From an optimization exercise on the open Yosys and OpenROAD flow, aimed at small area; shortcuts taken in it are not production practice.
At most, simulation tests tie the RTL to the original design; equivalence was not proved.
No activity file was given, so power comes from the tool's default toggle rates.

Setup of before:
Design picoversat, start of the top module:
module picoversat (
             input                 clk,
             input                 rst,
             output                trap,
             output                led,
             output [10-2:0]  imem_addr,
             input [32-1:0]  imem_rdata,
             output                dmem_en,
             output                dmem_we,
             output [10-2:0]  dmem_addr,
             output [32-1:0]  dmem_wdata,
             input [32-1:0]   dmem_rdata
             );
==> flow/config.mk <==
export PLATFORM = sky130hd
export DESIGN_NAME = picoversat
export DESIGN_NICKNAME = picoversat
export VERILOG_FILES = /design/flow/design.v
export SDC_FILE = /design/flow/constraint.sdc
export NUM_CORES = 4
export LEC_CHECK = 0
export CAP_MARGIN = 20
export CORE_MARGIN = 2
export CORE_UTILIZATION = 55
export CTS_CLUSTER_DIAMETER = 150
export CTS_CLUSTER_SIZE = 30
export GPL_TIMING_DRIVEN = 0
export PLACE_DENSITY = 0.65
export SETUP_SLACK_MARGIN = 0.15
export SLEW_MARGIN = 20
export SYNTH_HIERARCHICAL = 1
==> flow/constraint.sdc <==
create_clock -name core_clock -period 7.5 [get_ports {clk}]
set_input_delay 1.5000 -clock core_clock [delete_from_list [all_inputs] [get_ports {clk}]]
set_output_delay 1.5000 -clock core_clock [all_outputs]
set_load 0.01 [all_outputs]
run.sh (not shown) runs the stock make flow with config.mk's settings and CLKGATE_MAP_FILE= SYNTH_SCRIPT=/design/flow/synth_recipe.tcl, a recipe that flattens the netlist after the stock synthesis.
before did not stop at any stage, and its layout met the timing, DRC and antenna checks.
Inputs modified between before and after:
- CAP_MARGIN now 5, was 20
- SLEW_MARGIN now 5, was 20
- CTS_CLUSTER_DIAMETER now 100, was 150
==> flow/flow/run.sh (new file) <==
#!/bin/bash
# The standard layout (standard.sh: the standard flow's own ORFS run with the standard
# synthesis), with the port buffers made of the smallest buffer cell
# (sky130_fd_sc_hd__buf_1) instead of ORFS's default choice, and the largest
# plain buffers (buf_12, buf_16) kept out of buffer insertion and sizing, so
# long nets are repaired with smaller buffers. Every input and output port
# still gets its own buffer. ORFS writes each step's log under orfs/logs;
# standard.log holds make's own output.
set -euo pipefail
export BUFFER_PORTS_ARGS="-buffer_cell sky130_fd_sc_hd__buf_1"
export DONT_USE_CELLS="sky130_fd_sc_hd__buf_12 sky130_fd_sc_hd__buf_16"
bash standard.sh > standard.log 2>&1
==> flow/standard.sh (new file) <==
#!/bin/bash
# synth_recipe.tcl (not shown) runs the flow's synth.tcl, then flattens the netlist and writes it again
# the make line also repeats each setting of config.mk as NAME=value (left out here)
make -C /OpenROAD-flow-scripts/flow DESIGN_CONFIG=/design/flow/config.mk WORK_HOME=/design/flow/orfs CLKGATE_MAP_FILE= SYNTH_SCRIPT=/design/flow/synth_recipe.tcl "${@:-finish}"
removed: flow/run.sh
--- outcome ---
- Sum of negative setup slack: after vs before identical
- Final-layout fill cell count: before and after compared, lower one is before
- In the tables for before and after, highest achievable clock rate reads higher with before.
- Final area: after < before
- Going from before to after, the setup slack was found to have gone down by 0.067 ns.
No functional check of the RTL was part of any run of this note.

---

picoversat, a different RTL version from the one above (not shown whole).
For scale: roughly 2000 cells after synthesis, roughly 120 I/O pins, ~0.024 sq mm of cells after synthesis.
==> flow/design.v (excerpt) <==
module picoversat (
             input                 clk,
             input                 rst,
             output                trap,
             output                led,
             output [10-2:0]  imem_addr,
             input [32-1:0]  imem_rdata,
             output                dmem_en,
             output                dmem_we,
             output [10-2:0]  dmem_addr,
             output [32-1:0]  dmem_wdata,
             input [32-1:0]   dmem_rdata
             );
   reg [8:0]   pc;
   reg [31:0]  ra;
   reg [31:0]  rb;
   reg [2:0]   rc;         
   reg         led_q;
   reg [511:0] rf;         
   wire [31:0] instr = imem_rdata;
   wire [3:0]  op = instr[31:28];
   wire [41:0] opnd_sel;
   wire [31:0] rf_wsel, rf_wseln;
   wire        rb_we, led_sel;
   wire [1:0]  alu_inv, alu_ld, alu_and, alu_xor, alu_sum, alu_shft;
   wire        alu_cin, alu_shftn, alu_arith, alu_ops;
   xaddr_decoder dec (
  ...
==> flow/config.mk <==
export PLATFORM = sky130hd
export DESIGN_NAME = picoversat
export DESIGN_NICKNAME = picoversat
export VERILOG_FILES = /design/flow/design.v
export SDC_FILE = /design/flow/constraint.sdc
export NUM_CORES = 4
export LEC_CHECK = 0
export CAP_MARGIN = 10
export CORE_MARGIN = 2
export CORE_UTILIZATION = 65
export CTS_CLUSTER_DIAMETER = 60
export CTS_CLUSTER_SIZE = 30
export GPL_TIMING_DRIVEN = 0
export PLACE_DENSITY = 0.75
export SETUP_SLACK_MARGIN = 0.15
export SLEW_MARGIN = 10
export SYNTH_HIERARCHICAL = 1
==> flow/constraint.sdc <==
create_clock -name core_clock -period 7.5 [get_ports {clk}]
set_input_delay 1.5000 -clock core_clock [delete_from_list [all_inputs] [get_ports {clk}]]
set_output_delay 1.5000 -clock core_clock [all_outputs]
set_load 0.01 [all_outputs]
standard.sh (not shown) runs the stock make flow with config.mk's settings and CLKGATE_MAP_FILE= SYNTH_SCRIPT=/design/flow/synth_recipe.tcl, a recipe that flattens the netlist after the stock synthesis.
==> flow/flow/run.sh <==
#!/bin/bash
# The standard layout (standard.sh: the standard flow's own ORFS run with the standard
# synthesis), with the port buffers made of the smallest buffer cell
# (sky130_fd_sc_hd__buf_1) instead of ORFS's default choice. Every input and
# output port still gets its own buffer. ORFS writes each step's log under
# orfs/logs; standard.log holds make's own output.
set -euo pipefail
export BUFFER_PORTS_ARGS="-buffer_cell sky130_fd_sc_hd__buf_1"
bash standard.sh > standard.log 2>&1
The starting point ran to the end with no violations.
Change:
CTS_CLUSTER_DIAMETER = 80   (was 60)
CTS_CLUSTER_SIZE = 25   (was 30)
The changed run finished clean.
Sequential share of layout area went up by 0.84 points.
Synthesized cell count is unchanged.
Clock skew went up by 0.0043 ns.
Change:
CAP_MARGIN = 5   (was 10)
CORE_UTILIZATION = 55   (was 65)
CTS_BUF_LIST = sky130_fd_sc_hd__clkbuf_8   (was unset)
CTS_CLUSTER_DIAMETER = 70   (was 80)
CTS_CLUSTER_SIZE = 14   (was 25)
PLACE_DENSITY = 0.65   (was 0.75)
SLEW_MARGIN = 5   (was 10)
The new run completed with no timing, DRC or antenna violations.
First-iteration DRC count went up by 8.0%.
Area after synthesis does not change.
Power goes down by 2.4%.
Count of clock-buffer cells in the layout is higher by 13.
Sequential share of layout area barely changes.
Die area increases by 18%.
Hold slack is about the same.
Utilization went down by 11 points.
Wire length grows by 4.4%.
Change:
CTS_CLUSTER_DIAMETER = 80   (was 70)
CTS_CLUSTER_SIZE = 16   (was 14)
Outcome: The new run passed the timing, DRC and antenna checks. Synthesized area is unchanged. Synthesized cell count does not change. Design area fell slightly.

## afterwards: timing with drivers on the ports
How much do the figures lean on ideal ports? The routed layouts below were timed once more, with nothing changed but the port constraints. Step 1 (the two cells are an assumption about what drives the block):
set clk [get_ports {clk}]
set_driving_cell -lib_cell sky130_fd_sc_hd__clkbuf_16 $clk
set_driving_cell -lib_cell sky130_fd_sc_hd__buf_2 [delete_from_list [all_inputs] $clk]
Step 2 moves the port delays by t, midway between the first and last clock arrival at a register: inputs arrive t later, outputs are due t later. That takes back most of the time a late clock gives input paths. Slacks: ideal / step 1 / step 2; pairs: ideal / step 1.
run | t, ns | slack for setup (ns) | worst register clock-pin slew, ns | worst data-port slew with drivers (ns)
before | 0.645 | 0.368 / 0.402 / -0.243 | 0.12 / 0.12 | 0.05
after | 0.647 | 0.301 / 0.335 / -0.313 | 0.12 / 0.12 | 0.07
the first run of note 2 | 0.647 | 0.235 / 0.271 / -0.376 | 0.11 / 0.11 | 0.08
the second run of note 2 | 0.665 | 0.226 / 0.253 / -0.412 | 0.11 / 0.11 | 0.08
the third run of note 2 | 0.714 | 0.216 / 0.244 / -0.471 | 0.10 / 0.10 | 0.08
the fourth run of note 2 | 0.712 | 0.251 / 0.277 / -0.435 | 0.12 / 0.12 | 0.09
Met with ideal ports but missed after step 2: setup timing in every run listed. For the third run of note 2, which loses most, drivers alone change the setup slack by +0.028 ns; drivers and shift together by -0.687 ns.
